Source: an optimization exercise on an open RTL-to-GDS flow (aim: small area and a short achievable clock period). Production flows keep margins and buffers that such runs may drop.
RTL that was checked went through simulation tests only; none was proved equivalent to the original.

Design plastic_neuron, start of the top module:
module plastic_neuron (
    input wire clk,
    input wire rst,
    input wire [15:0] input_signal,
    input wire [15:0] feedback_error,
    input wire enable_learning,
    output wire [31:0] output_signal
);
For scale: ~77 flip-flops, roughly 67 I/O pins, roughly 9200 um2 of cells after synthesis.
export LEC_CHECK = 0
export CAP_MARGIN = 20
export CORE_MARGIN = 2
export CORE_UTILIZATION = 40
export SETUP_SLACK_MARGIN = 3.0
export SLEW_MARGIN = 20
export SYNTH_HIERARCHICAL = 1
create_clock -name core_clock -period 7.0 [get_ports {clk}]
run.sh (not shown) runs the stock make flow with config.mk's settings and CLKGATE_MAP_FILE= SYNTH_SCRIPT=/design/flow/synth_recipe.tcl, a recipe that flattens the netlist after the stock synthesis.
The baseline completed with no timing, DRC or antenna violations.
Change:
==> flow/flow/run.sh (new file) <==
#!/bin/bash
# Layout flow: the standard flow (standard.sh), with the standard
# synthesis unchanged, and the I/O port buffers made from the plain buffer
# family (buf_N) instead of the delay-buffer cells buffer_ports picks on its
# own, so that repair_timing can size them. Each step's output goes to its
# own log in this folder.
set -euo pipefail
bash standard.sh synth > synth.log 2>&1
bash standard.sh BUFFER_PORTS_ARGS="-buffer_cell sky130_fd_sc_hd__buf_4" finish > layout.log 2>&1
==> flow/standard.sh (new file) <==
#!/bin/bash
# synth_recipe.tcl (not shown) runs the flow's synth.tcl, then flattens the netlist and writes it again
# the make line also repeats each setting of config.mk as NAME=value (left out here)
make -C /OpenROAD-flow-scripts/flow DESIGN_CONFIG=/design/flow/config.mk WORK_HOME=/design/flow/orfs CLKGATE_MAP_FILE= SYNTH_SCRIPT=/design/flow/synth_recipe.tcl "${@:-finish}"
- SETUP_SLACK_MARGIN: 3.0 -> 3.3
removed: flow/run.sh
Outcome:
- The changed run passed the timing, design-rule and antenna checks
- routed wire length increases by a few percent
- synthesized area is unchanged
- worst setup slack improves by 270 ps
- cell area increases slightly
- via count barely changes
- die area stays the same
- critical path depth is unchanged
- synthesized cell count does not change
Change:
- SETUP_SLACK_MARGIN: 3.3 -> 3.0
Result: Setup slack got worse by 190 ps; via count shrinks by 0.46%; count of clock-buffer cells in the layout shrinks by 1; routed wire length shrinks by 3.1%; synthesized area does not change.
No run of this note included a check of the RTL's function; only the layout flow was run.

plastic_neuron, a different RTL version from the one above (not shown whole).
For scale: ~850 cells after synthesis, roughly 77 flip-flops, roughly 0.0085 mm² of cells after synthesis.
clock: 7.0 ns
lec_check: 0
cap_margin: 20
core_margin: 2
core_utilization: 40
place_density: 0.75
setup_slack_margin: 3.0
slew_margin: 20
synth_hierarchical: 1
standard.sh (not shown) runs the stock make flow with config.mk's settings and CLKGATE_MAP_FILE= SYNTH_SCRIPT=/design/flow/synth_recipe.tcl, a recipe that flattens the netlist after the stock synthesis.
==> flow/flow/run.sh <==
#!/bin/bash
# Layout flow: the standard flow (standard.sh), with the standard
# synthesis unchanged, and the I/O port buffers made from the plain buffer
# family (buf_N) instead of the delay-buffer cells buffer_ports picks on its
# own, so that repair_timing can size them. Each step's output goes to its
# own log in this folder.
set -euo pipefail
bash standard.sh synth > synth.log 2>&1
bash standard.sh BUFFER_PORTS_ARGS="-buffer_cell sky130_fd_sc_hd__buf_2" finish > layout.log 2>&1
==> next run, changes <==
Settings changed: PLACE_DENSITY 0.75 to not set, SETUP_SLACK_MARGIN 3.0 to 3.4.
Area after synthesis does not change.
Die area stays the same.
Final area rises by 10%.
Clock-buffer cell count drops by 1.
Worst hold slack is better by 0.024 ns.
Global-route usage increases by 0.91 points.
Wire length goes up by 6.3%.
==> next run, changes <==
Settings changed: SETUP_SLACK_MARGIN 3.4 to 2.6.
Result: The new run finished clean. Sequential share of layout area grows by 2.2 points. Global-route usage shrinks by 0.50 points. Non-clock buffer count shrinks by 44. Setup slack is worse by 0.42 ns.
==> next run, changes <==
Settings changed: CAP_MARGIN 20 to 5, SETUP_SLACK_MARGIN 2.6 to 3.1, SLEW_MARGIN 20 to 5.
After rerunning: The new run went through all stages and came out clean; count of clock-buffer cells in the layout is unchanged; hold slack is about the same; setup slack improves by 0.39 ns; cell area is higher by 4.0%; wire length is higher by 4.1%; cell count is higher by 1.3%.
==> next run, changes <==
==> flow/flow/run.sh (replaced) <==
#!/bin/bash
# Layout flow: the standard flow (standard.sh) with the standard
# synthesis unchanged, and two changes to how the layout is made:
#  - the I/O port buffers are plain buf_2 cells (which repair_timing can
#    size) instead of the delay buffers buffer_ports picks on its own;
#  - clock tree synthesis builds from clkbuf_8 cells and adds no dummy loads.
# Each step logs to its own file in this folder.
set -euo pipefail
bash standard.sh synth > synth.log 2>&1
bash standard.sh BUFFER_PORTS_ARGS="-buffer_cell sky130_fd_sc_hd__buf_2" \
  CTS_ARGS="-sink_clustering_enable -repair_clock_nets -dont_use_dummy_load -buf_list sky130_fd_sc_hd__clkbuf_8" \
  finish > layout.log 2>&1
Settings changed: CORE_UTILIZATION 40 to 50, SETUP_SLACK_MARGIN 3.1 to 3.0.
The changed run finished with timing, DRC and antenna clean.
Sequential share of layout area climbs by 0.60 points.
Worst hold slack is better by 0.0048 ns.
No run of this note included a check of the RTL's function; only the layout flow was run.

plastic_neuron, a different RTL version from the one above (not shown whole).
For scale: about 900 cells after synthesis, about 73 flip-flops, ~67 I/O pins, ~8600 um2 of cells after synthesis.
==> flow/config.mk <==
export PLATFORM = sky130hd
export DESIGN_NAME = plastic_neuron
export DESIGN_NICKNAME = plastic_neuron
export VERILOG_FILES = /design/flow/design.v
export SDC_FILE = /design/flow/constraint.sdc
export NUM_CORES = 4
export LEC_CHECK = 0
export CAP_MARGIN = 20
export CORE_MARGIN = 2
export CORE_UTILIZATION = 40
export SETUP_SLACK_MARGIN = 3.5
export SLEW_MARGIN = 20
==> flow/constraint.sdc <==
create_clock -name core_clock -period 7.0 [get_ports {clk}]
set_input_delay 1.4000 -clock core_clock [delete_from_list [all_inputs] [get_ports {clk}]]
set_output_delay 1.4000 -clock core_clock [all_outputs]
set_load 0.01 [all_outputs]
run.sh (not shown) runs the stock make flow with config.mk's settings and CLKGATE_MAP_FILE= SYNTH_SCRIPT=/design/flow/synth_recipe.tcl, a recipe that flattens the netlist after the stock synthesis.
Stock flow here: none of the scripts above is used.
==> next run, changes <==
Settings changed: ABC_CLOCK_PERIOD_IN_PS set to 2500, SETUP_SLACK_MARGIN 3.5 to 2.5.
What happened:
- The changed run completed without violations
- cell count goes down by about 5%
- hold slack is worse by 0.012 ns
- worst setup slack gains 0.020 ns
- clock-buffer cell count increases by 3
- global-route usage came out lower by 1.6 points
- wire length went down by about 9%
- critical path depth drops by 4
- sequential cell count stays the same
- area after synthesis is unchanged
- design area is lower by about 12%
==> next run, changes <==
Settings changed: ABC_CLOCK_PERIOD_IN_PS 2500 to unset, SETUP_SLACK_MARGIN 2.5 to unset.
=>
- The changed run ran to the end with no violations
- setup slack is worse by 0.67 ns
- final cell count decreases by 0.75%
- wire length decreases by 1.5%
- global-route usage goes down by 0.10 points
- first-iteration DRC count increases by 13%
==> next run, changes <==
Settings changed: SETUP_SLACK_MARGIN set to 2.5.
Worst setup slack is better by 0.67 ns.
Critical path depth falls by 2.
Non-clock buffer count climbs by 9.
Utilization came out higher by 0.62 points.
Maximum frequency climbs by 15%.
Synthesized area does not change.
Clock skew barely changes.
Cell count went up by 0.76%.
Worst hold slack stays flat.
==> next run, changes <==
Settings changed: SETUP_SLACK_MARGIN 2.5 to 3.0.
Outcome:
- wire length increases by a few percent
- cell area increases by a few percent
- count of clock-buffer cells in the layout increases by 1
- final cell count increases by a few percent
- sequential cell count is unchanged
- core utilization increases by 2.0 points
- hold slack improves by 0.012 ns
- via count increases slightly
- area after synthesis stays the same
No functional check of the RTL was part of any run of this note.

RTL: one of the versions met above, not the one the previous note started from.
Size in the first run: ~850 cells after synthesis, about 77 flip-flops, about 67 I/O pins.
export LEC_CHECK = 0
export CAP_MARGIN = 5
export CORE_MARGIN = 2
export CORE_UTILIZATION = 40
export SETUP_SLACK_MARGIN = 3.0
export SLEW_MARGIN = 5
export SYNTH_HIERARCHICAL = 1
export TNS_END_PERCENT = 50
create_clock -name core_clock -period 7.0 [get_ports {clk}]
standard.sh (not shown) runs the stock make flow with config.mk's settings and CLKGATE_MAP_FILE= SYNTH_SCRIPT=/design/flow/synth_recipe.tcl, a recipe that flattens the netlist after the stock synthesis.
==> flow/flow/run.sh <==
#!/bin/bash
# Layout flow: the standard flow (standard.sh) with the standard
# synthesis unchanged, and two changes to how the layout is made:
#  - the I/O port buffers are plain buf_2 cells (which repair_timing can
#    size) instead of the delay buffers buffer_ports picks on its own;
#  - clock tree synthesis builds from clkbuf_8 cells and adds no dummy loads.
# Each step logs to its own file in this folder.
set -euo pipefail
bash standard.sh synth > synth.log 2>&1
bash standard.sh BUFFER_PORTS_ARGS="-buffer_cell sky130_fd_sc_hd__buf_2" \
  CTS_ARGS="-sink_clustering_enable -repair_clock_nets -dont_use_dummy_load -buf_list sky130_fd_sc_hd__clkbuf_8" \
  finish > layout.log 2>&1
Then changed:
--- a/flow/config.mk
+++ b/flow/config.mk
@@ -11 +11 @@
-export SETUP_SLACK_MARGIN = 3.0
+export SETUP_SLACK_MARGIN = 2.9
@@ -14 +13,0 @@
-export TNS_END_PERCENT = 50
=> Sequential cell count does not change; synthesized cell count stays the same; count of clock-buffer cells in the layout does not change; register-to-register slack got worse by 130 ps; final cell count fell by 0.72%; final area fell by 1.4%; sequential share of layout area rose by 0.30 points; fmax fell by 2.4%; synthesized area is unchanged.
No functional check of the RTL was part of any run of this note.

Another version of the RTL of plastic_neuron (not shown whole).
Size: roughly 850 cells after synthesis, ~77 flip-flops, roughly 67 I/O pins, ~8500 um2 of cells after synthesis.
export LEC_CHECK = 0
export CAP_MARGIN = 20
export CORE_MARGIN = 2
export CORE_UTILIZATION = 40
export SETUP_SLACK_MARGIN = 3.0
export SLEW_MARGIN = 20
export SYNTH_HIERARCHICAL = 1
create_clock -name core_clock -period 7.0 [get_ports {clk}]
==> flow/flow/run.sh <==
#!/bin/bash
# Layout flow: the standard flow (standard.sh), with the standard
# synthesis unchanged, and the I/O port buffers made from the plain buffer
# family (buf_N) instead of the delay-buffer cells buffer_ports picks on its
# own, so that repair_timing can size them. Each step's output goes to its
# own log in this folder.
set -euo pipefail
bash standard.sh synth > synth.log 2>&1
bash standard.sh BUFFER_PORTS_ARGS="-buffer_cell sky130_fd_sc_hd__buf_4" finish > layout.log 2>&1
Rerun with:
--- a/flow/flow/run.sh
+++ b/flow/flow/run.sh
@@ -7,3 +7,3 @@
 set -euo pipefail
 bash standard.sh synth > synth.log 2>&1
-bash standard.sh BUFFER_PORTS_ARGS="-buffer_cell sky130_fd_sc_hd__buf_4" finish > layout.log 2>&1
+bash standard.sh BUFFER_PORTS_ARGS="-buffer_cell sky130_fd_sc_hd__buf_1" finish > layout.log 2>&1
- setup slack is worse by 87 ps
- sequential share of layout area grows by 0.47 points
- via count came out higher by about 1%
- area after synthesis does not change
- non-clock buffer count shrinks by 1
- critical path depth shrinks by 1
Rerun with:
--- a/flow/flow/run.sh
+++ b/flow/flow/run.sh
@@ -7,3 +7,3 @@
 set -euo pipefail
 bash standard.sh synth > synth.log 2>&1
-bash standard.sh BUFFER_PORTS_ARGS="-buffer_cell sky130_fd_sc_hd__buf_1" finish > layout.log 2>&1
+bash standard.sh BUFFER_PORTS_ARGS="-buffer_cell sky130_fd_sc_hd__buf_2" finish > layout.log 2>&1
Effect: Die area does not change; area after synthesis stays the same; clock skew barely changes.

## what the ideal ports hide
In the flow no input, the clock included, has a driving cell. The finished layouts below were timed again as built, in two steps. Step 1, drivers: a clkbuf_16 drives clk and a buf_2 each remaining input, both assumed. Step 2, shift: input delay + t, output delay - t, t = (earliest + latest rising clock arrival at the registers) / 2. This alone moves slack from input paths to output paths. Slacks: ideal / step 1 / step 2; pairs: ideal / step 1.
run	t (ns)	setup WS [ns]	worst register clock-pin slew, ns	worst slew at a driven data input, ns	cell pins on the clock port's net
the first run of note 1	0.389	3.064 / 3.033 / 2.693	0.07 / 0.07	0.03	1
the second run of note 1	0.399	3.336 / 3.333 / 2.934	0.07 / 0.07	0.06	1
the third run of note 1	0.383	3.143 / 3.143 / 2.798	0.07 / 0.07	0.04	1
the first run of note 2	0.390	3.140 / 3.102 / 2.772	0.06 / 0.06	0.04	1
the second run of note 2	0.394	3.198 / 3.155 / 3.027	0.07 / 0.07	0.06	1
the third run of note 2	0.395	2.782 / 2.743 / 2.756	0.07 / 0.07	0.05	1
the fourth run of note 2	0.385	3.170 / 3.129 / 2.828	0.06 / 0.06	0.05	1
the fifth run of note 2	0.412	3.073 / 3.069 / 2.671	0.09 / 0.09	0.03	1
the first run of note 3	0.387	2.579 / 2.538 / 2.925	0.07 / 0.07	0.06	1
the second run of note 3	0.388	2.599 / 2.556 / 2.259	0.06 / 0.06	0.03	1
the third run of note 3	0.388	1.930 / 1.887 / 2.059	0.06 / 0.06	0.03	1
the fourth run of note 3	0.388	2.599 / 2.556 / 2.259	0.06 / 0.06	0.03	1
the fifth run of note 3	0.389	2.695 / 2.648 / 2.720	0.06 / 0.06	0.04	1
the first run of note 4	0.401	3.144 / 3.106 / 2.805	0.08 / 0.08	0.05	1
the second run of note 4	0.402	3.049 / 3.012 / 2.766	0.09 / 0.09	0.05	1
the first run of note 5	0.394	3.183 / 3.149 / 2.918	0.06 / 0.06	0.05	1
the second run of note 5	0.390	3.096 / 3.078 / 2.731	0.06 / 0.06	0.04	1
the third run of note 5	0.389	3.122 / 3.079 / 2.777	0.06 / 0.06	0.05	1
After both steps setup and hold are still met in every run listed.
